Source: an optimization exercise on an open RTL-to-GDS flow (aim: a short achievable clock period and few clock cycles). Production flows keep margins and buffers that such runs may drop. In this exercise RTL edits were held to simulation tests only and were not proved equivalent to the original. Power and IR drop assume default switching activity.

[flow/config.mk]
export PLATFORM = sky130hd
export DESIGN_NAME = PROCESSOR
export DESIGN_NICKNAME = PROCESSOR
export VERILOG_FILES = /design/flow/design.v
export SDC_FILE = /design/flow/constraint.sdc
export NUM_CORES = 4
export LEC_CHECK = 0
export CAP_MARGIN = 20
export CORE_MARGIN = 2
export CORE_UTILIZATION = 40
export PLACE_DENSITY = 0.6
export SLEW_MARGIN = 20
[flow/constraint.sdc]
create_clock -name core_clock -period 7.0 [get_ports {clk}]
set_input_delay 1.4000 -clock core_clock [delete_from_list [all_inputs] [get_ports {clk}]]
set_output_delay 1.4000 -clock core_clock [all_outputs]
set_load 0.01 [all_outputs]
[flow/design.v]
module ALU(
    input  wire        clk,
    input  wire        reset,
    input  wire        req,
    input  wire [4:0]  op,
    input  wire [31:0] lhs,
    input  wire [31:0] rhs,
    output reg  [31:0] res
);
     localparam ADD  = 5'd0;
localparam SUB  = 5'd1;
localparam SLL  = 5'd2;   
localparam SLT  = 5'd3;   
localparam SLTU = 5'd4;   
localparam XOR  = 5'd5;
localparam SRL  = 5'd6;   
localparam SRA  = 5'd7;   
localparam OR   = 5'd8;
localparam AND  = 5'd9;
localparam EQ   = 5'd10;
localparam NEQ  = 5'd11;
localparam LT   = 5'd12;
localparam GE   = 5'd13;
localparam LTU  = 5'd14;
localparam GEU  = 5'd15;
    wire signed [31:0] s_lhs = $signed(lhs);
    wire signed [31:0] s_rhs = $signed(rhs);
    always @(posedge clk) begin
        if (reset) begin
            res <= 32'b0;
        end else if (req) begin
            case (op)
                ADD:     res <= lhs + rhs;
                SUB:     res <= lhs - rhs;
                SLL:     res <= lhs << rhs[4:0];
                SLT:     res <= { 31'b0, s_lhs < s_rhs };
                SLTU:    res <= { 31'b0, lhs < rhs };
                XOR:     res <= lhs ^ rhs;
                SRL:     res <= lhs >> rhs[4:0];
                SRA:     res <= s_lhs >>> rhs[4:0];
                OR:      res <= lhs | rhs;
                AND:     res <= lhs & rhs;
                EQ:      res <= { 31'b0, lhs == rhs };
                NEQ:     res <= { 31'b0, lhs != rhs };
                LT:      res <= { 31'b0, s_lhs < s_rhs };
                GE:      res <= { 31'b0, s_lhs >= s_rhs };
                LTU:     res <= { 31'b0, lhs < rhs };
                GEU:     res <= { 31'b0, lhs >= rhs };
                default: res <= 32'b0;
            endcase
        end
    end
endmodule
module EXEC_STAGE(
    input wire clk,
    input wire reset,
    input wire req,
    input wire [31:0] pc,
    input wire [31:0] rrs1,
    input wire [31:0] rrs2,
    input wire [31:0] imm,
    input wire [4:0]  instr_type,
    input wire [2:0]  funct3,
    input wire [6:0]  funct7,
    output wire [31:0] next_pc,
    output wire [31:0] result,
    output wire [31:0] wr_mem_addr,
    output wire [31:0] rd_mem_addr,
    output wire [31:0] wr_mem_data,
    output wire        rd_mem,
    output wire        wr_mem,
    output wire        wr_regfile
);
localparam R_TYPE = 3'd0;
localparam I_TYPE = 3'd1;
localparam S_TYPE = 3'd2;
localparam B_TYPE = 3'd3;
localparam U_TYPE = 3'd4;
localparam J_TYPE = 3'd5;
localparam R4_TYPE = 3'd6;
localparam LOAD      = 5'b00_000;
localparam STORE     = 5'b01_000;
localparam MADD      = 5'b01_000;
localparam BRANCH    = 5'b11_000;
localparam LOAD_FP   = 5'b00_001;
localparam STORE_FP  = 5'b01_001;
localparam MSUB      = 5'b10_001;
localparam JALR      = 5'b11_001;
localparam NMSUB     = 5'b10_010;
localparam MISC_MEM  = 5'b00_011;
localparam AMO       = 5'b01_011;
localparam NMADD     = 5'b10_011;
localparam JAL       = 5'b11_011;
localparam OP_IMM    = 5'b00_100;
localparam OP        = 5'b01_100;
localparam OP_FP     = 5'b10_100;
localparam SYSTEM    = 5'b11_100;
localparam AUIPC     = 5'b00_101;
localparam LUI       = 5'b01_101;
localparam OP_IMM_32 = 5'b00_110;
localparam OP_32     = 5'b01_110;
localparam FUNCT3_LB = 3'b000;
localparam FUNCT3_LH = 3'b001;
localparam FUNCT3_LW = 3'b010;
localparam FUNCT3_LBU = 3'b100;
localparam FUNCT3_LHU = 3'b101;
localparam FUNCT3_SB = 3'b000;
localparam FUNCT3_SH = 3'b001;
localparam FUNCT3_SW = 3'b010;
localparam FUNCT3_ADD = 3'b000;   
localparam FUNCT3_SLL = 3'b001;
localparam FUNCT3_SLT = 3'b010;
localparam FUNCT3_SLTU = 3'b011;
localparam FUNCT3_XOR = 3'b100;
localparam FUNCT3_SR = 3'b101;   
localparam FUNCT3_OR = 3'b110;
localparam FUNCT3_AND = 3'b111;
localparam FUNCT7_SRLI = 7'b00_00000;
localparam FUNCT7_SRAI = 7'b01_00000;
localparam FUNCT7_ADD = 7'b00_00000;
localparam FUNCT7_SUB = 7'b01_00000;
localparam FUNCT7_SRL = 7'b00_00000;
localparam FUNCT7_SRA = 7'b01_00000;
localparam FUNCT3_EQ = 3'b000;
localparam FUNCT3_NEQ = 3'b001;
localparam FUNCT3_LT = 3'b100;
localparam FUNCT3_GE = 3'b101;
localparam FUNCT3_LTU = 3'b110;
localparam FUNCT3_GEU = 3'b111;
     localparam ADD  = 5'd0;
localparam SUB  = 5'd1;
localparam SLL  = 5'd2;   
localparam SLT  = 5'd3;   
localparam SLTU = 5'd4;   
localparam XOR  = 5'd5;
localparam SRL  = 5'd6;   
localparam SRA  = 5'd7;   
localparam OR   = 5'd8;
localparam AND  = 5'd9;
localparam EQ   = 5'd10;
localparam NEQ  = 5'd11;
localparam LT   = 5'd12;
localparam GE   = 5'd13;
localparam LTU  = 5'd14;
localparam GEU  = 5'd15;
    wire [31:0] arith_lhs, arith_rhs, logic_lhs, logic_rhs;
    wire [4:0]  arith_op, logic_op;
    wire        jump;
    wire [31:0] arith_res, logic_res;
    wire        is_lhs_pc;
    assign is_lhs_pc = (instr_type == BRANCH |
                           instr_type == JAL    |
                           instr_type == AUIPC);
    assign arith_lhs = (is_lhs_pc         ? pc
                        :  instr_type == LUI ? 32'b0 
                        :  rrs1);
    assign arith_rhs = (instr_type == OP ? rrs2 : imm);
    assign arith_op  = (instr_type != OP && instr_type != OP_IMM     ? ADD
                        :  funct3 == FUNCT3_ADD && instr_type == OP_IMM ? ADD
                        :  funct3 == FUNCT3_ADD && funct7 == FUNCT7_ADD ? ADD
                        :  funct3 == FUNCT3_ADD                         ? SUB
                        :  funct3 == FUNCT3_SLL                         ? SLL
                        :  funct3 == FUNCT3_SLT                         ? SLT
                        :  funct3 == FUNCT3_SLTU                        ? SLTU
                        :  funct3 == FUNCT3_XOR                         ? XOR
                        :  funct3 == FUNCT3_SR && funct7 == FUNCT7_SRL  ? SRL
                        :  funct3 == FUNCT3_SR                          ? SRA
                        :  funct3 == FUNCT3_OR                          ? OR
                        :  funct3 == FUNCT3_AND                         ? AND
                        :                                                 5'b0);
    assign logic_lhs = (instr_type == BRANCH ? rrs1 : 32'b0);
    assign logic_rhs = (instr_type == BRANCH ? rrs2 : 32'b0);
    assign logic_op  = (funct3 == FUNCT3_EQ  ? EQ
                        :  funct3 == FUNCT3_NEQ ? NEQ
                        :  funct3 == FUNCT3_LT  ? LT
                        :  funct3 == FUNCT3_GE  ? GE
                        :  funct3 == FUNCT3_LTU ? LTU
                        :  funct3 == FUNCT3_GEU ? GEU
                        :                         5'b0);
    assign jump = (instr_type == BRANCH |
                      instr_type == JAL    |
                      instr_type == JALR);
    ALU arith_alu(
        .clk(clk),
        .reset(reset),
        .req(req),
        .lhs(arith_lhs),
        .rhs(arith_rhs),
        .op(arith_op),
        .res(arith_res)
    );
    ALU logic_alu(
        .clk(clk),
        .reset(reset),
        .req(req),
        .lhs(logic_lhs),
        .rhs(logic_rhs),
        .op(logic_op),
        .res(logic_res)
    );
    assign next_pc    = (~jump                ? pc + 4
                         :  instr_type != BRANCH ? arith_res
                         :  logic_res            ? arith_res
                         :  pc + 4);
    assign result = (jump ? pc + 4 : arith_res);
    assign wr_mem_data = rrs2;
    assign wr_mem      = (instr_type == STORE);
    assign rd_mem      = (instr_type == LOAD);
    assign wr_mem_addr = (wr_mem ? arith_res : 32'b0);
    assign rd_mem_addr = (rd_mem ? arith_res : 32'b0);
    assign wr_regfile  = (instr_type != STORE && instr_type != BRANCH);
endmodule
module EXTEND_IMM(
    input wire [31:0] instr,
    input wire [2:0] instr_format,
    output wire [31:0] imm
);
localparam R_TYPE = 3'd0;
localparam I_TYPE = 3'd1;
localparam S_TYPE = 3'd2;
localparam B_TYPE = 3'd3;
localparam U_TYPE = 3'd4;
localparam J_TYPE = 3'd5;
localparam R4_TYPE = 3'd6;
localparam LOAD      = 5'b00_000;
localparam STORE     = 5'b01_000;
localparam MADD      = 5'b01_000;
localparam BRANCH    = 5'b11_000;
localparam LOAD_FP   = 5'b00_001;
localparam STORE_FP  = 5'b01_001;
localparam MSUB      = 5'b10_001;
localparam JALR      = 5'b11_001;
localparam NMSUB     = 5'b10_010;
localparam MISC_MEM  = 5'b00_011;
localparam AMO       = 5'b01_011;
localparam NMADD     = 5'b10_011;
localparam JAL       = 5'b11_011;
localparam OP_IMM    = 5'b00_100;
localparam OP        = 5'b01_100;
localparam OP_FP     = 5'b10_100;
localparam SYSTEM    = 5'b11_100;
localparam AUIPC     = 5'b00_101;
localparam LUI       = 5'b01_101;
localparam OP_IMM_32 = 5'b00_110;
localparam OP_32     = 5'b01_110;
    wire [11:0] imm12 = (instr_format == I_TYPE ? instr[31:20] :
                            instr_format == S_TYPE ? { instr[31:25], instr[11:7] } : 12'b0);
    wire [12:0] imm13 = (instr_format == B_TYPE ? { instr[31], instr[7], instr[30:25], instr[11:8], 1'b0 } : 13'b0);
    wire [19:0] imm20 = (instr_format == J_TYPE ? { instr[31], instr[19:12], instr[20], instr[30:21], 1'b0 } : 20'b0);
    assign imm = (instr_format == R_TYPE ? 32'd0 :
                     instr_format == I_TYPE ? { {20{imm12[11]}}, imm12[11:0] } :
                     instr_format == S_TYPE ? { {20{imm12[11]}}, imm12[11:0] } :
                     instr_format == B_TYPE ? { {19{imm13[12]}}, imm13[12:0] } :
                     instr_format == U_TYPE ? { instr[31:12], 12'd0 } :
                     instr_format == J_TYPE ? { {12{imm20[19]}}, imm20[19:0] } :
                                              32'd0);
endmodule
module INSTR_DECODER(
    input  wire clk,
    input  wire reset,
    input  wire req,
    input  wire [31:0] instr,
    output wire [4:0] rs1, rs2, rd,
    output wire [31:0] imm,
    output wire [2:0] funct3,
    output wire [6:0] funct7,
    output wire [4:0] instr_type
);
    assign funct7 = instr[31:25];
    assign rs2    = instr[24:20];
    assign rs1    = instr[19:15];
    assign funct3 = instr[14:12];
    assign rd     = instr[11:7];
    wire [4:0] opcode = instr[6:2];
    wire [2:0] instr_format;
    INSTR_TYPE itype(
        .opcode(opcode),
        .instr_format(instr_format),
        .instr_type(instr_type)
    );
    EXTEND_IMM extend_imm(
        .instr(instr), 
        .instr_format(instr_format), 
        .imm(imm)
    );
endmodule
module INSTR_FETCH(
    input wire        clk, 
    input wire        reset,
    input wire [31:0] pc,
    input  wire        req,
    output reg         fin,
    output reg  [31:0] instr,
    input  wire        dram_rd_fin,
    output reg         dram_rd_req,
    input  wire [31:0] dram_rd_data,
    output reg  [31:0] dram_rd_addr
);
    localparam IDLE = 2'd0;
    localparam REQ  = 2'd1;
    localparam FIN  = 2'd2;
    reg [1:0] state;
    always @(posedge clk) begin
        if (reset) begin
            state        <= IDLE;
            dram_rd_req  <= 1'b0;
            dram_rd_addr <= 32'b0;
            fin          <= 1'b0;
        end else begin
            case (state)
                IDLE: begin
                    if (req) begin
                        state        <= REQ;
                        dram_rd_req  <= 1'b1;
                    end else begin
                        state        <= IDLE;
                        dram_rd_req  <= 1'b0;
                    end
                    dram_rd_addr <= pc;
                end
                REQ: begin
                    if (dram_rd_fin) begin
                        state        <= FIN;
                        dram_rd_req <= 1'b0;
                        instr        <= dram_rd_data;
                        fin          <= 1'b1;
                    end else begin
                        state        <= REQ;
                    end
                end
                FIN: begin
                    state            <= IDLE;
                    fin              <= 1'b0;
                end
                default: begin
                    state            <= state;
                end
            endcase
        end
    end
endmodule
module INSTR_TYPE(
    input  wire [4:0] opcode,
    output wire [2:0] instr_format,
    output wire [4:0] instr_type
);
localparam R_TYPE = 3'd0;
localparam I_TYPE = 3'd1;
localparam S_TYPE = 3'd2;
localparam B_TYPE = 3'd3;
localparam U_TYPE = 3'd4;
localparam J_TYPE = 3'd5;
localparam R4_TYPE = 3'd6;
localparam LOAD      = 5'b00_000;
localparam STORE     = 5'b01_000;
localparam MADD      = 5'b01_000;
localparam BRANCH    = 5'b11_000;
localparam LOAD_FP   = 5'b00_001;
localparam STORE_FP  = 5'b01_001;
localparam MSUB      = 5'b10_001;
localparam JALR      = 5'b11_001;
localparam NMSUB     = 5'b10_010;
localparam MISC_MEM  = 5'b00_011;
localparam AMO       = 5'b01_011;
localparam NMADD     = 5'b10_011;
localparam JAL       = 5'b11_011;
localparam OP_IMM    = 5'b00_100;
localparam OP        = 5'b01_100;
localparam OP_FP     = 5'b10_100;
localparam SYSTEM    = 5'b11_100;
localparam AUIPC     = 5'b00_101;
localparam LUI       = 5'b01_101;
localparam OP_IMM_32 = 5'b00_110;
localparam OP_32     = 5'b01_110;
    assign { instr_format, instr_type } = opcode == 5'b00_000 ? { I_TYPE, LOAD }
                                           : opcode == 5'b01_000 ? { S_TYPE, STORE }
                                           : opcode == 5'b10_000 ? { R4_TYPE, MADD }
                                           : opcode[2:0] == 3'b000 ? { B_TYPE, BRANCH }
                                           : opcode == 5'b11_001 ? { I_TYPE, JALR }
                                           : opcode[2:0] == 3'b001 ? { I_TYPE, JALR }    
                                           : opcode == 5'b10_010 ? { I_TYPE, NMSUB }
                                           : opcode[2:0] == 3'b010 ? { I_TYPE, NMSUB }   
                                           : opcode == 5'b11_011 ? { J_TYPE, JAL }
                                           : opcode[2:0] == 3'b011 ? { J_TYPE, JAL }     
                                           : opcode == 5'b00_100 ? { I_TYPE, OP_IMM }
                                           : opcode == 5'b01_100 ? { R_TYPE, OP }
                                           : opcode[2:0] == 3'b100 ? { R_TYPE, OP }      
                                           : opcode == 5'b00_101 ? { U_TYPE, AUIPC }
                                           : opcode == 5'b01_101 ? { U_TYPE, LUI }
                                           : opcode[2:0] == 3'b101 ? { U_TYPE, LUI }     
                                           : opcode == 5'b00_110 ? { I_TYPE, OP_IMM_32 }
                                           : opcode == 5'b01_110 ? { R_TYPE, OP_32 }
                                           : opcode[2:0] == 3'b110 ? { R_TYPE, OP_32 }   
                                           :                       8'b0;
endmodule
module MEM_STAGE(
    input wire clk,
    input wire reset,
    input  wire mem_wr_req,
    input  wire mem_rd_req,
    output reg  mem_wr_fin,
    output reg  mem_rd_fin,
    input wire [31:0] mem_wr_addr,
    input wire [31:0] mem_wr_data,
    input wire [31:0] mem_rd_addr,
    output reg [31:0] mem_rd_data,
    input  wire [31:0] sdram_rd_data,
    output wire [31:0] sdram_rd_addr,
    output reg         sdram_rd_req,
    input  wire        sdram_rd_fin,
    output wire [31:0] sdram_wr_data,
    output wire [31:0] sdram_wr_addr,
    output reg         sdram_wr_req,
    input  wire        sdram_wr_fin
);
    localparam IDLE   = 3'd0;
    localparam WR_REQ = 3'd1;
    localparam RD_REQ = 3'd2;
    localparam FIN    = 3'd3;
    reg [2:0] state;
    always @(posedge clk) begin
        if (reset) begin
            state        <= IDLE;
            mem_wr_fin   <= 1'b0;
            mem_rd_fin   <= 1'b0;
            mem_rd_data  <= 32'b0;
            sdram_wr_req <= 1'b0;
            sdram_rd_req <= 1'b0;
        end else begin
            case (state)
                IDLE: begin
                    mem_wr_fin        <= 1'b0;
                    mem_rd_fin        <= 1'b0;
                    if (mem_wr_req) begin
                        state         <= WR_REQ;
                        sdram_wr_req  <= 1'b1;
                    end else if (mem_rd_req) begin
                        state         <= RD_REQ;
                        sdram_rd_req  <= 1'b1;
                    end else begin
                        state         <= IDLE;
                    end
                end
                WR_REQ: begin
                    if (sdram_wr_fin) begin
                        state         <= FIN;
                        mem_wr_fin    <= 1'b1;
                        sdram_wr_req  <= 1'b0;
                    end else begin
                        state         <= WR_REQ;
                    end
                end
                RD_REQ: begin
                    if (sdram_rd_fin) begin
                        state         <= FIN;
                        mem_rd_fin    <= 1'b1;
                        sdram_rd_req  <= 1'b0;
                        mem_rd_data   <= sdram_rd_data;
                    end else begin
                        state         <= RD_REQ;
                    end
                end
                FIN: begin
                    state             <= IDLE;
                end
                default: begin
                    state             <= state;
                end
            endcase
        end
    end
    assign sdram_wr_addr = mem_wr_addr;
    assign sdram_wr_data = mem_wr_data;
    assign sdram_rd_addr = mem_rd_addr;
endmodule
module REGFILE(
    input  wire        clk, 
    input  wire        reset,
    input  wire        wr_req,
    input  wire [31:0] wr_data,
    input  wire [4:0]  rs1, 
    input  wire [4:0]  rs2,
    input  wire [4:0]  rd,
    output wire [31:0] rrs1, 
    output wire [31:0] rrs2,
    output wire [31:0] a10
);
    reg [31:0] x[0:31];
    always @(posedge clk) begin
        if (reset) begin
            x[0] <= 0;
            x[1] <= 0;   
            x[2] <= 32'hff00;   
            x[8] <= 32'hff00;   
        end else begin
            if (wr_req && rd != 0) x[rd] <= wr_data;
        end
    end
    assign rrs1 = x[rs1];
    assign rrs2 = x[rs2];
    assign a10  = x[10];
endmodule
`default_nettype none
module PROCESSOR(
    input wire clk,
    input wire reset,
    input  wire [31:0] entry_addr,
    output wire        dram_wr_req,
    input  wire        dram_wr_fin,
    output wire [31:0] dram_wr_addr,
    output wire [31:0] dram_wr_data,
    output wire        dram_rd_req,
    input  wire        dram_rd_fin,
    output wire [31:0] dram_rd_addr,
    input  wire [31:0] dram_rd_data,
    output reg  [31:0] display_data,
    output reg         display,
    output wire        halted
);
    localparam IDLE    = 4'd0;
    localparam IF      = 4'd1;
    localparam ID      = 4'd2;
    localparam EX      = 4'd3;
    localparam MEM     = 4'd4;
    localparam WB      = 4'd5;
    localparam INVALID = 4'd15;
    reg [3:0]  state;
    reg [31:0] PC;
    reg [31:0] NEXT_PC;
    reg [31:0] IF_ID_instr;
    reg [31:0] ID_EX_rrs1;
    reg [31:0] ID_EX_rrs2;
    reg [31:0] ID_EX_imm;
    reg [4:0]  ID_EX_instr_type;
    reg [2:0]  ID_EX_funct3;
    reg [6:0]  ID_EX_funct7;
    reg [4:0]  ID_WB_rd;
    reg        EX_MEM_wr_req;
    reg [31:0] EX_MEM_wr_addr;
    reg [31:0] EX_MEM_wr_data;
    reg        EX_MEM_rd_req;
    reg [31:0] EX_MEM_rd_addr;
    reg        EX_WB_wr_regfile;
    reg        EX_WB_load;
    reg [31:0] EX_WB_data;
    reg [31:0] MEM_WB_data;
    reg        WB_ID_wr_regfile;
    reg [4:0]  WB_ID_rd;
    reg [31:0] WB_ID_wr_data;
    wire [31:0] IF_dram_rd_addr;
    wire        IF_dram_rd_req;
    wire [31:0] IF_instr;
    reg         IF_req;
    wire        IF_fin;
    INSTR_FETCH if_inst(
        .clk(clk),
        .reset(reset),
        .pc(PC),
        .req(IF_req),
        .fin(IF_fin),
        .instr(IF_instr),
        .dram_rd_req(IF_dram_rd_req),
        .dram_rd_fin(dram_rd_fin),
        .dram_rd_addr(IF_dram_rd_addr),
        .dram_rd_data(dram_rd_data)
    );
    wire [2:0]  ID_funct3;
    wire [6:0]  ID_funct7;
    wire [4:0]  ID_instr_type;
    wire [4:0]  ID_rs1;
    wire [4:0]  ID_rs2;
    wire [4:0]  ID_rd;
    wire [31:0] ID_imm;
    wire [31:0] ID_rrs1;
    wire [31:0] ID_rrs2;
    wire [31:0] ID_a10;
    INSTR_DECODER id_inst(
        .clk(clk),
        .reset(reset),
        .instr(IF_ID_instr),
        .rs1(ID_rs1),
        .rs2(ID_rs2),
        .rd(ID_rd),
        .imm(ID_imm),
        .funct3(ID_funct3),
        .funct7(ID_funct7),
        .instr_type(ID_instr_type)
    );
    REGFILE regfile(
        .clk(clk),
        .reset(reset),
        .wr_req(WB_ID_wr_regfile),
        .wr_data(WB_ID_wr_data),
        .rs1(ID_rs1),
        .rs2(ID_rs2),
        .rd(WB_ID_rd),
        .rrs1(ID_rrs1),
        .rrs2(ID_rrs2),
        .a10(ID_a10)
    );
    reg         EX_req;
    wire [31:0] EX_next_pc;
    wire [31:0] EX_result;
    wire        EX_mem_wr_req;
    wire [31:0] EX_mem_wr_addr;
    wire [31:0] EX_mem_wr_data;
    wire        EX_mem_rd_req;
    wire [31:0] EX_mem_rd_addr;
    wire        EX_wr_regfile;
    EXEC_STAGE exec(
        .clk(clk),
        .reset(reset),
        .req(EX_req),
        .pc(PC),
        .rrs1(ID_EX_rrs1),
        .rrs2(ID_EX_rrs2),
        .imm(ID_EX_imm),
        .instr_type(ID_EX_instr_type),
        .funct3(ID_EX_funct3),
        .funct7(ID_EX_funct7),
        .next_pc(EX_next_pc),
        .result(EX_result),
        .wr_mem(EX_mem_wr_req),
        .wr_mem_addr(EX_mem_wr_addr),
        .wr_mem_data(EX_mem_wr_data),
        .rd_mem(EX_mem_rd_req),
        .rd_mem_addr(EX_mem_rd_addr),
        .wr_regfile(EX_wr_regfile)
    );
    wire        MEM_wr_fin;
    wire        MEM_rd_fin;
    wire [31:0] MEM_rd_data;
    wire        MEM_fin;
    wire        MEM_dram_wr_req;
    wire [31:0] MEM_dram_wr_addr;
    wire [31:0] MEM_dram_wr_data;
    wire        MEM_dram_rd_req;
    wire [31:0] MEM_dram_rd_addr;
    MEM_STAGE mem(
        .clk(clk),
        .reset(reset),
        .mem_wr_req(EX_MEM_wr_req),
        .mem_wr_fin(MEM_wr_fin),
        .mem_wr_addr(EX_MEM_wr_addr),
        .mem_wr_data(EX_MEM_wr_data),
        .mem_rd_req(EX_MEM_rd_req),
        .mem_rd_fin(MEM_rd_fin),
        .mem_rd_addr(EX_MEM_rd_addr),
        .mem_rd_data(MEM_rd_data),
        .sdram_wr_req(MEM_dram_wr_req),
        .sdram_wr_fin(dram_wr_fin),
        .sdram_wr_addr(MEM_dram_wr_addr),
        .sdram_wr_data(MEM_dram_wr_data),
        .sdram_rd_req(MEM_dram_rd_req),
        .sdram_rd_fin(dram_rd_fin),
        .sdram_rd_addr(MEM_dram_rd_addr),
        .sdram_rd_data(dram_rd_data)
    );
    assign MEM_fin = MEM_wr_fin | MEM_rd_fin;
    wire        WB_wr_regfile;
    wire [4:0]  WB_rd;
    wire [31:0] WB_wr_data;
    assign WB_rd         = (state == WB    ? ID_WB_rd         : 5'b0);
    assign WB_wr_regfile = (state == WB    ? EX_WB_wr_regfile : 1'b0);
    assign WB_wr_data    = (state != WB    ? 32'b0            :
                               ~WB_wr_regfile ? 32'b0            :
                               EX_WB_load     ? MEM_WB_data      : EX_WB_data);
    assign dram_rd_req  = IF_dram_rd_req | MEM_dram_rd_req;
    assign dram_rd_addr = (IF_dram_rd_req ? IF_dram_rd_addr : MEM_dram_rd_addr);
    assign dram_wr_req  = MEM_dram_wr_req;
    assign dram_wr_addr = MEM_dram_wr_addr;
    assign dram_wr_data = MEM_dram_wr_data;
    assign halted = (PC == 32'b0);
    reg init_pc;
    reg mem_init;
    reg [1:0] idle_wait;
    localparam DISPLAY_ADDR = 32'd65864;
    always @(posedge clk) begin
        if (reset) begin
            idle_wait <= 2'b0;
            init_pc          <= 1'b0;
            PC               <= entry_addr;
            state            <= IDLE;
            IF_ID_instr      <= 32'b0;
            ID_EX_rrs1       <= 32'b0;
            ID_EX_rrs2       <= 32'b0;
            ID_EX_imm        <= 32'b0;
            ID_EX_instr_type <= 5'b0;
            ID_EX_funct3     <= 3'b0;
            ID_EX_funct7     <= 7'b0;
            ID_WB_rd         <= 5'b0;
            EX_MEM_wr_req    <= 1'b0;
            EX_MEM_wr_addr   <= 32'b0;
            EX_MEM_wr_data   <= 32'b0;
            EX_MEM_rd_req    <= 1'b0;
            EX_MEM_rd_addr   <= 32'b0;
            EX_WB_wr_regfile <= 1'b0;
            EX_WB_load       <= 1'b0;
            EX_WB_data       <= 32'b0;
            MEM_WB_data      <= 32'b0;
            WB_ID_wr_regfile <= 1'b0;
            WB_ID_rd         <= 5'b0;
            WB_ID_wr_data    <= 32'b0;
            IF_req           <= 1'b0;
            EX_req           <= 1'b0;
            mem_init         <= 1'b0;
            NEXT_PC          <= 32'b0;
            display <= 1'b0;
            display_data <= 32'b0;
        end else if (PC == 32'b0) begin
            state            <= IDLE;
            IF_ID_instr      <= 32'b0;
            ID_EX_rrs1       <= 32'b0;
            ID_EX_rrs2       <= 32'b0;
            ID_EX_imm        <= 32'b0;
            ID_EX_instr_type <= 5'b0;
            ID_EX_funct3     <= 3'b0;
            ID_EX_funct7     <= 7'b0;
            ID_WB_rd         <= 5'b0;
            EX_MEM_wr_req    <= 1'b0;
            EX_MEM_wr_addr   <= 32'b0;
            EX_MEM_wr_data   <= 32'b0;
            EX_MEM_rd_req    <= 1'b0;
            EX_MEM_rd_addr   <= 32'b0;
            EX_WB_wr_regfile <= 1'b0;
            EX_WB_load       <= 1'b0;
            EX_WB_data       <= 32'b0;
            MEM_WB_data      <= 32'b0;
            WB_ID_wr_regfile <= 1'b0;
            WB_ID_rd         <= 5'b0;
            WB_ID_wr_data    <= 32'b0;
        end else begin
            case (state)
                IDLE: begin
                    if (idle_wait == 2'b11) begin
                        state            <= IF;
                        IF_req           <= 1'b1;
                    end else begin
                        if (idle_wait == 2'b0) begin
                            if (~init_pc) begin
                                init_pc      <= 1'b1;
                            end else begin
                                PC           <= NEXT_PC;
                            end
                            WB_ID_wr_regfile <= 1'b0;
                        end
                        idle_wait <= idle_wait + 2'b1;
                    end
                end
                IF: begin
                    if (IF_fin) begin
                        IF_req      <= 1'b0;
                        IF_ID_instr <= IF_instr;
                        state       <= ID;
                    end else begin
                        state       <= IF;
                    end
                end
                ID: begin
                    state            <= EX;
                    EX_req           <= 1'b1;
                    ID_EX_rrs1       <= ID_rrs1;
                    ID_EX_rrs2       <= ID_rrs2;
                    ID_EX_imm        <= ID_imm;
                    ID_EX_instr_type <= ID_instr_type;
                    ID_EX_funct3     <= ID_funct3;
                    ID_EX_funct7     <= ID_funct7;
                    ID_WB_rd         <= ID_rd;
                end
                EX: if (EX_req) begin
                    EX_req               <= 1'b0;
                end else begin
                    if (EX_mem_wr_req | EX_mem_rd_req) begin
                        state            <= MEM;
                        mem_init         <= 1'b1;
                        EX_MEM_wr_req    <= EX_mem_wr_req;
                        EX_MEM_wr_addr   <= EX_mem_wr_addr;
                        EX_MEM_wr_data   <= EX_mem_wr_data;
                        EX_MEM_rd_req    <= EX_mem_rd_req;
                        EX_MEM_rd_addr   <= EX_mem_rd_addr;
                    end else begin
                        state            <= WB;
                    end
                    EX_WB_wr_regfile     <= EX_wr_regfile;
                    EX_WB_load           <= EX_mem_rd_req;
                    EX_WB_data           <= EX_result;
                    NEXT_PC              <= EX_next_pc;
                    EX_req               <= 1'b0;
                    if (PC == DISPLAY_ADDR) begin
                        display_data <= ID_a10;
                        display <= 1'b1;
                    end
                end
                MEM: begin
                    if (mem_init) begin
                        mem_init     <= 1'b0;
                    end else if (MEM_fin) begin
                        state         <= WB;
                        EX_MEM_wr_req <= 1'b0;
                        EX_MEM_rd_req <= 1'b0;
                        MEM_WB_data   <= MEM_rd_data;
                    end else begin
                        state         <= MEM;
                    end
                end
                WB: begin
                    idle_wait <= 2'b0;
                    state            <= IDLE;
                    WB_ID_wr_regfile <= WB_wr_regfile;
                    WB_ID_rd         <= WB_rd;
                    WB_ID_wr_data    <= WB_wr_data;
                end
                default: begin
                    state            <= INVALID;
                end
            endcase
        end
    end
endmodule
localparam ADD  = 5'd0;
localparam SUB  = 5'd1;
localparam SLL  = 5'd2;   
localparam SLT  = 5'd3;   
localparam SLTU = 5'd4;   
localparam XOR  = 5'd5;
localparam SRL  = 5'd6;   
localparam SRA  = 5'd7;   
localparam OR   = 5'd8;
localparam AND  = 5'd9;
localparam EQ   = 5'd10;
localparam NEQ  = 5'd11;
localparam LT   = 5'd12;
localparam GE   = 5'd13;
localparam LTU  = 5'd14;
localparam GEU  = 5'd15;
localparam FUNCT3_LB = 3'b000;
localparam FUNCT3_LH = 3'b001;
localparam FUNCT3_LW = 3'b010;
localparam FUNCT3_LBU = 3'b100;
localparam FUNCT3_LHU = 3'b101;
localparam FUNCT3_SB = 3'b000;
localparam FUNCT3_SH = 3'b001;
localparam FUNCT3_SW = 3'b010;
localparam FUNCT3_ADD = 3'b000;   
localparam FUNCT3_SLL = 3'b001;
localparam FUNCT3_SLT = 3'b010;
localparam FUNCT3_SLTU = 3'b011;
localparam FUNCT3_XOR = 3'b100;
localparam FUNCT3_SR = 3'b101;   
localparam FUNCT3_OR = 3'b110;
localparam FUNCT3_AND = 3'b111;
localparam FUNCT7_SRLI = 7'b00_00000;
localparam FUNCT7_SRAI = 7'b01_00000;
localparam FUNCT7_ADD = 7'b00_00000;
localparam FUNCT7_SUB = 7'b01_00000;
localparam FUNCT7_SRL = 7'b00_00000;
localparam FUNCT7_SRA = 7'b01_00000;
localparam FUNCT3_EQ = 3'b000;
localparam FUNCT3_NEQ = 3'b001;
localparam FUNCT3_LT = 3'b100;
localparam FUNCT3_GE = 3'b101;
localparam FUNCT3_LTU = 3'b110;
localparam FUNCT3_GEU = 3'b111;
localparam R_TYPE = 3'd0;
localparam I_TYPE = 3'd1;
localparam S_TYPE = 3'd2;
localparam B_TYPE = 3'd3;
localparam U_TYPE = 3'd4;
localparam J_TYPE = 3'd5;
localparam R4_TYPE = 3'd6;
localparam LOAD      = 5'b00_000;
localparam STORE     = 5'b01_000;
localparam MADD      = 5'b01_000;
localparam BRANCH    = 5'b11_000;
localparam LOAD_FP   = 5'b00_001;
localparam STORE_FP  = 5'b01_001;
localparam MSUB      = 5'b10_001;
localparam JALR      = 5'b11_001;
localparam NMSUB     = 5'b10_010;
localparam MISC_MEM  = 5'b00_011;
localparam AMO       = 5'b01_011;
localparam NMADD     = 5'b10_011;
localparam JAL       = 5'b11_011;
localparam OP_IMM    = 5'b00_100;
localparam OP        = 5'b01_100;
localparam OP_FP     = 5'b10_100;
localparam SYSTEM    = 5'b11_100;
localparam AUIPC     = 5'b00_101;
localparam LUI       = 5'b01_101;
localparam OP_IMM_32 = 5'b00_110;
localparam OP_32     = 5'b01_110;
[flow/run.sh]
#!/bin/bash
# synth_recipe.tcl (not shown) runs the flow's synth.tcl, then flattens the netlist and writes it again
# the make line also repeats each setting of config.mk as NAME=value (left out here)
make -C /OpenROAD-flow-scripts/flow DESIGN_CONFIG=/design/flow/config.mk WORK_HOME=/design/flow/orfs CLKGATE_MAP_FILE= SYNTH_SCRIPT=/design/flow/synth_recipe.tcl finish
==> impl_metrics.ini <==
[run_status]
status = complete, no violations

[logic_synthesis]
synth_ff_type = edfxtp_1
syn_inst = 6741
synth-edff-count = 1086
avgSynthCellArea_um2 = 12.5
synth_cell_type_count = 100
yosys_warnings = 5
asyncSetResetFlopFracSynth_pct = 0
syn_area_um2 = 84200
ys_seq_area_share_pct = 52.1
synth_seq_cells = 1647

[place]
io_buffers = 199
place_congestion = 1.05
post-place-ws_ns = 0.892
hpwlAfterDp_mm = 207

[drt]
avgViaCountPerCell = 6.17
first_iter_violations = 7552
drc = 0
wl_met1_mm = 121
dr_wl_met2_mm = 145
wire_per_inst_um = 31.5
wirelength_mm = 307
maxUsedRoutingLayer = met5
dr.pass1.iters = 8
drtAntennaViolNets = 0
vias = 60145
wl_met3_mm = 24.9

[global_routing]
grt_overflow = 0
grt_pass1_wl_mm = 434
grt_use_total_pct = 28.0
grt_pass1_vias = 57940
grt_max_degree = 154
grt_antenna_before_repair = 13

[critical_path]
path_cells = xor2_2 > o22ai_1 > buf_4 > a21oi_1 > inv_1 > ha_1 > nand2_1 > nor4_1 > nor3b_1 > o41ai_1 > o21ai_0 > a211oi_1 > o41ai_1 > xor2_1 > nand2_1 > a31oi_1
crit_start = ID_EX_instr_type[1]$_SDFFE_PP0P_
r2r-start = ID_EX_instr_type[1]$_SDFFE_PP0P_
r2r_cells = 16
cp_max_fo = 16
r2r_end = exec.arith_alu.res[31]$_SDFFE_PP0P_
worstPathRequired_ns = 7.71
cp-endpoint = exec.arith_alu.res[31]$_SDFFE_PP0P_
cp-end-kind = flop
worstPathArrival_ns = 7.05
r2r_slack_ns = 0.66
cp-start-kind = flop
slowest_stage = o21ai_0
critPathKind = reg2reg
cp_slowest_stage_delay_ns = 0.79

[clock_network]
cts_tree = done
cts-htree-levels = 4
insertion_delay_ns = 0.86
cts_made_buffers = 177
cts.sinks = 1647
clk_pin_slew_ns = 0.06
post_cts_buffers = 0
cts_resized = 0
clockBufferDepth = 3
root_buffer = clkbuf_16
postCtsHoldBufs = 0

[floorplan]
dieHeight_um = 463
core_area_um2 = 209000
die-area_um2 = 214000
die_w_um = 463
start_util_pct = 40.2
pin_count = 200
num_rows = 168

[cells_and_area]
area_growth_pct = 13.3
num-nets-final = 7057
drive_gt1_share_pct = 19.4
nFillCells = 18917

[sta]
drv_slew = 0
tightest_slew_ns = 1.14
finalCritPeriodShare_pct = 90.5
rsz0062_at_grt = no
final.min_clock_period_ns = 6.34
hold_slack_ns = 0.452
clock_skew_ns = 0.0797
maxSlewHeadroom_pct = 22.7
layout_setup_ws_ns = 0.664
setup_tns_ns = 0
hold_viol = 0
setup_viol_count_final = 0
fmax_mhz = 158

[power_and_ir_drop]
p_per_area_nw_per_um2 = 221
p_leak_nw = 30.2
ir_drop_v = 0.000371

[hold_path]
hold_path.class = reg2reg

[job]
max_cap_violations = 0
==> cells in the mapped netlist, types with 16 or more instances <==
master / instances / area share [%]
edfxtp_1: 1086 / 39
nand2_1: 693 / 3.1
nor2_1: 681 / 3.0
mux4_2: 644 / 17
dfxtp_1: 561 / 13
a21oi_1: 537 / 3.2
clkbuf_1: 384 / 1.7
mux2i_1: 257 / 3.1
inv_1: 224 / 1.0
ha_1: 189 / 2.8
a211oi_1: 172 / 1.5
mux2_2: 150 / 2.0
o21ai_0: 136 / 0.81
nand3_1: 128 / 0.76
buf_1: 79 / 0.35
and3_1: 63 / 0.47
nor3_1: 58 / 0.34
o211ai_1: 53 / 0.47
xnor2_1: 46 / 0.48
a22oi_1: 36 / 0.32
nor4_1: 34 / 0.25
and2_1: 30 / 0.22
buf_2: 29 / 0.17
o21bai_1: 27 / 0.24
a221oi_1: 26 / 0.27
xor2_1: 25 / 0.26
a31oi_1: 24 / 0.18
nand2b_1: 22 / 0.16
nand4_1: 21 / 0.16
a21o_1: 19 / 0.17
o22ai_1: 18 / 0.13
or3_1: 16 / 0.12
==> state kept, by name, indices dropped and copies added, names as in the netlist, 32 cells and up <==
signal	count
EX_MEM_rd_addr	32
EX_MEM_wr_addr	32
EX_MEM_wr_data	32
EX_WB_data	32
ID_EX_imm	32
ID_EX_rrs1	32
ID_EX_rrs2	32
MEM_WB_data	32
NEXT_PC	32
PC	32
WB_ID_wr_data	32
display_data	32
exec.arith_alu.res	32
exec.logic_alu.res	32
if_inst.dram_rd_addr	32
mem.mem_rd_data	32
regfile.x	1024
==> per-stage QoR <==
stage	util, %	cell area [um2]	std cells	power, W
floorplan	-	84300	6772	0.0112
global placement	42.7	89400	9420	0.0117
detailed placement	42.7	89500	9421	0.0117
CTS	45.6	95400	9747	0.0212
global route	45.6	95400	9749	0.0216
finish	45.6	95400	9755	0.0211
==> worst max-delay path, delay by kind of cell, from the launching register on <==
family	cells	cell delay, ns
compound gates	7	2.54
simple gates	4	1.23
xor+xnor	2	0.93
flops	1	0.60
buf+inv	2	0.45
fa+ha+maj	1	0.44
==> cell type report <==
class	count	area (um2)	area share, %
clock buffer	235	4910	5.15
sequential	1647	43900	46.0
timing repair buffer	356	3310	3.47
antenna	7	17.5	0.0184
multi-input combinational	4379	37900	39.7
clock inverter	91	997	1.05
tap	2805	3510	3.68
inverter	235	882	0.925
==> placed cells by master, fill, tap and decap left out, drive strengths merged, types with 34 or more instances in the layout <==
| cell type | synthesis | final |
|---|---|---|
| a211oi | 173 | 173 |
| a21oi | 538 | 538 |
| a22oi | 36 | 36 |
| and3 | 63 | 63 |
| buf | 127 | 158 |
| clkbuf | 384 | 235 |
| clkdlybuf4s50 | 0 | 198 |
| clkinv | 2 | 69 |
| dfxtp | 561 | 561 |
| edfxtp | 1086 | 1086 |
| ha | 189 | 189 |
| inv | 233 | 240 |
| mux2 | 152 | 152 |
| mux2i | 260 | 260 |
| mux4 | 644 | 644 |
| nand2 | 695 | 695 |
| nand3 | 128 | 128 |
| nor2 | 683 | 683 |
| nor3 | 59 | 59 |
| nor4 | 34 | 34 |
| o211ai | 53 | 53 |
| o21ai | 144 | 144 |
| xnor2 | 46 | 46 |
==> worst min path at each step <==
stage,from,endpoint,slack [ns],depth (start not counted)
after floorplan,exec.logic_alu.res[26]$_SDFFE_PP0P_,exec.logic_alu.res[26]$_SDFFE_PP0P_,0.43,2
final,EX_MEM_wr_addr[16]$_SDFFE_PP0P_,EX_MEM_wr_addr[16]$_SDFFE_PP0P_,0.45,2
after CTS,mem.mem_rd_data[8]$_SDFFE_PP0P_,MEM_WB_data[8]$_SDFFE_PP0P_,0.45,2
after global routing,WB_ID_wr_data[0]$_SDFFE_PP0P_,WB_ID_wr_data[0]$_SDFFE_PP0P_,0.47,2
after global placement,MEM_WB_data[10]$_SDFFE_PP0P_,MEM_WB_data[10]$_SDFFE_PP0P_,0.44,2
after detailed placement,mem.mem_rd_data[2]$_SDFFE_PP0P_,MEM_WB_data[2]$_SDFFE_PP0P_,0.44,2
==> layer usage <==
| metal | vias up | GRT usage [%] |
|---|---|---|
| li1 | 25679 | - |
| met1 | 30832 | 36.7 |
| met2 | 3004 | 45.1 |
| met3 | 618 | 4.74 |
| met4 | 12 | 13.4 |
| met5 | - | 0 |
==> power breakdown <==
part           internal [W]  switching, W
registers            0.0104      0.000259
clock network       0.00537       0.00420
logic              0.000338      0.000492
==> logic make-up (layout without fill, tap and decap cells) <==
| logic type | count (synthesis) | after routing | share of synthesized area (%) |
|---|---|---|---|
| AND/OR/NAND/NOR | 1808 | 1808 | 9.21 |
| flip-flops | 1647 | 1647 | 52.1 |
| AO/OA/AOI/OAI | 1218 | 1218 | 9.16 |
| multiplexers | 1056 | 1056 | 22.4 |
| buffers and inverters | 746 | 917 | 3.50 |
| adder cells (fa/ha/maj) | 193 | 193 | 2.90 |
| XOR/XNOR | 72 | 72 | 0.758 |
| other | 1 | 39 | 0.00445 |
Testbench counts, summed over its fixed seeds: cycles 1,838,540.

-- static timing again, ports no longer ideal --
In the flow no input, the clock included, has a driving cell. The finished layout below was timed again as built, in two steps. Step 1, drivers: a clkbuf_16 drives clk and a buf_2 each remaining input, both assumed. Step 2 moves the port delays by t, midway between the first and last clock arrival at a register: inputs arrive t later, outputs are due t later. That takes back most of the time a late clock gives input paths. Slacks: ideal ports / drivers / drivers and shift; pairs: ideal ports / drivers.
t (ns): 0.902
setup slack, ns: 0.664 / 0.664 / 0.664
slew at the worst register clock pin (ns): 0.07 / 0.07
worst data-port slew with drivers (ns): 0.19
After both steps setup and hold are still met in this run. The setup slack of this run moves by 0.000 ns with the drivers and by 0.000 ns with both steps.
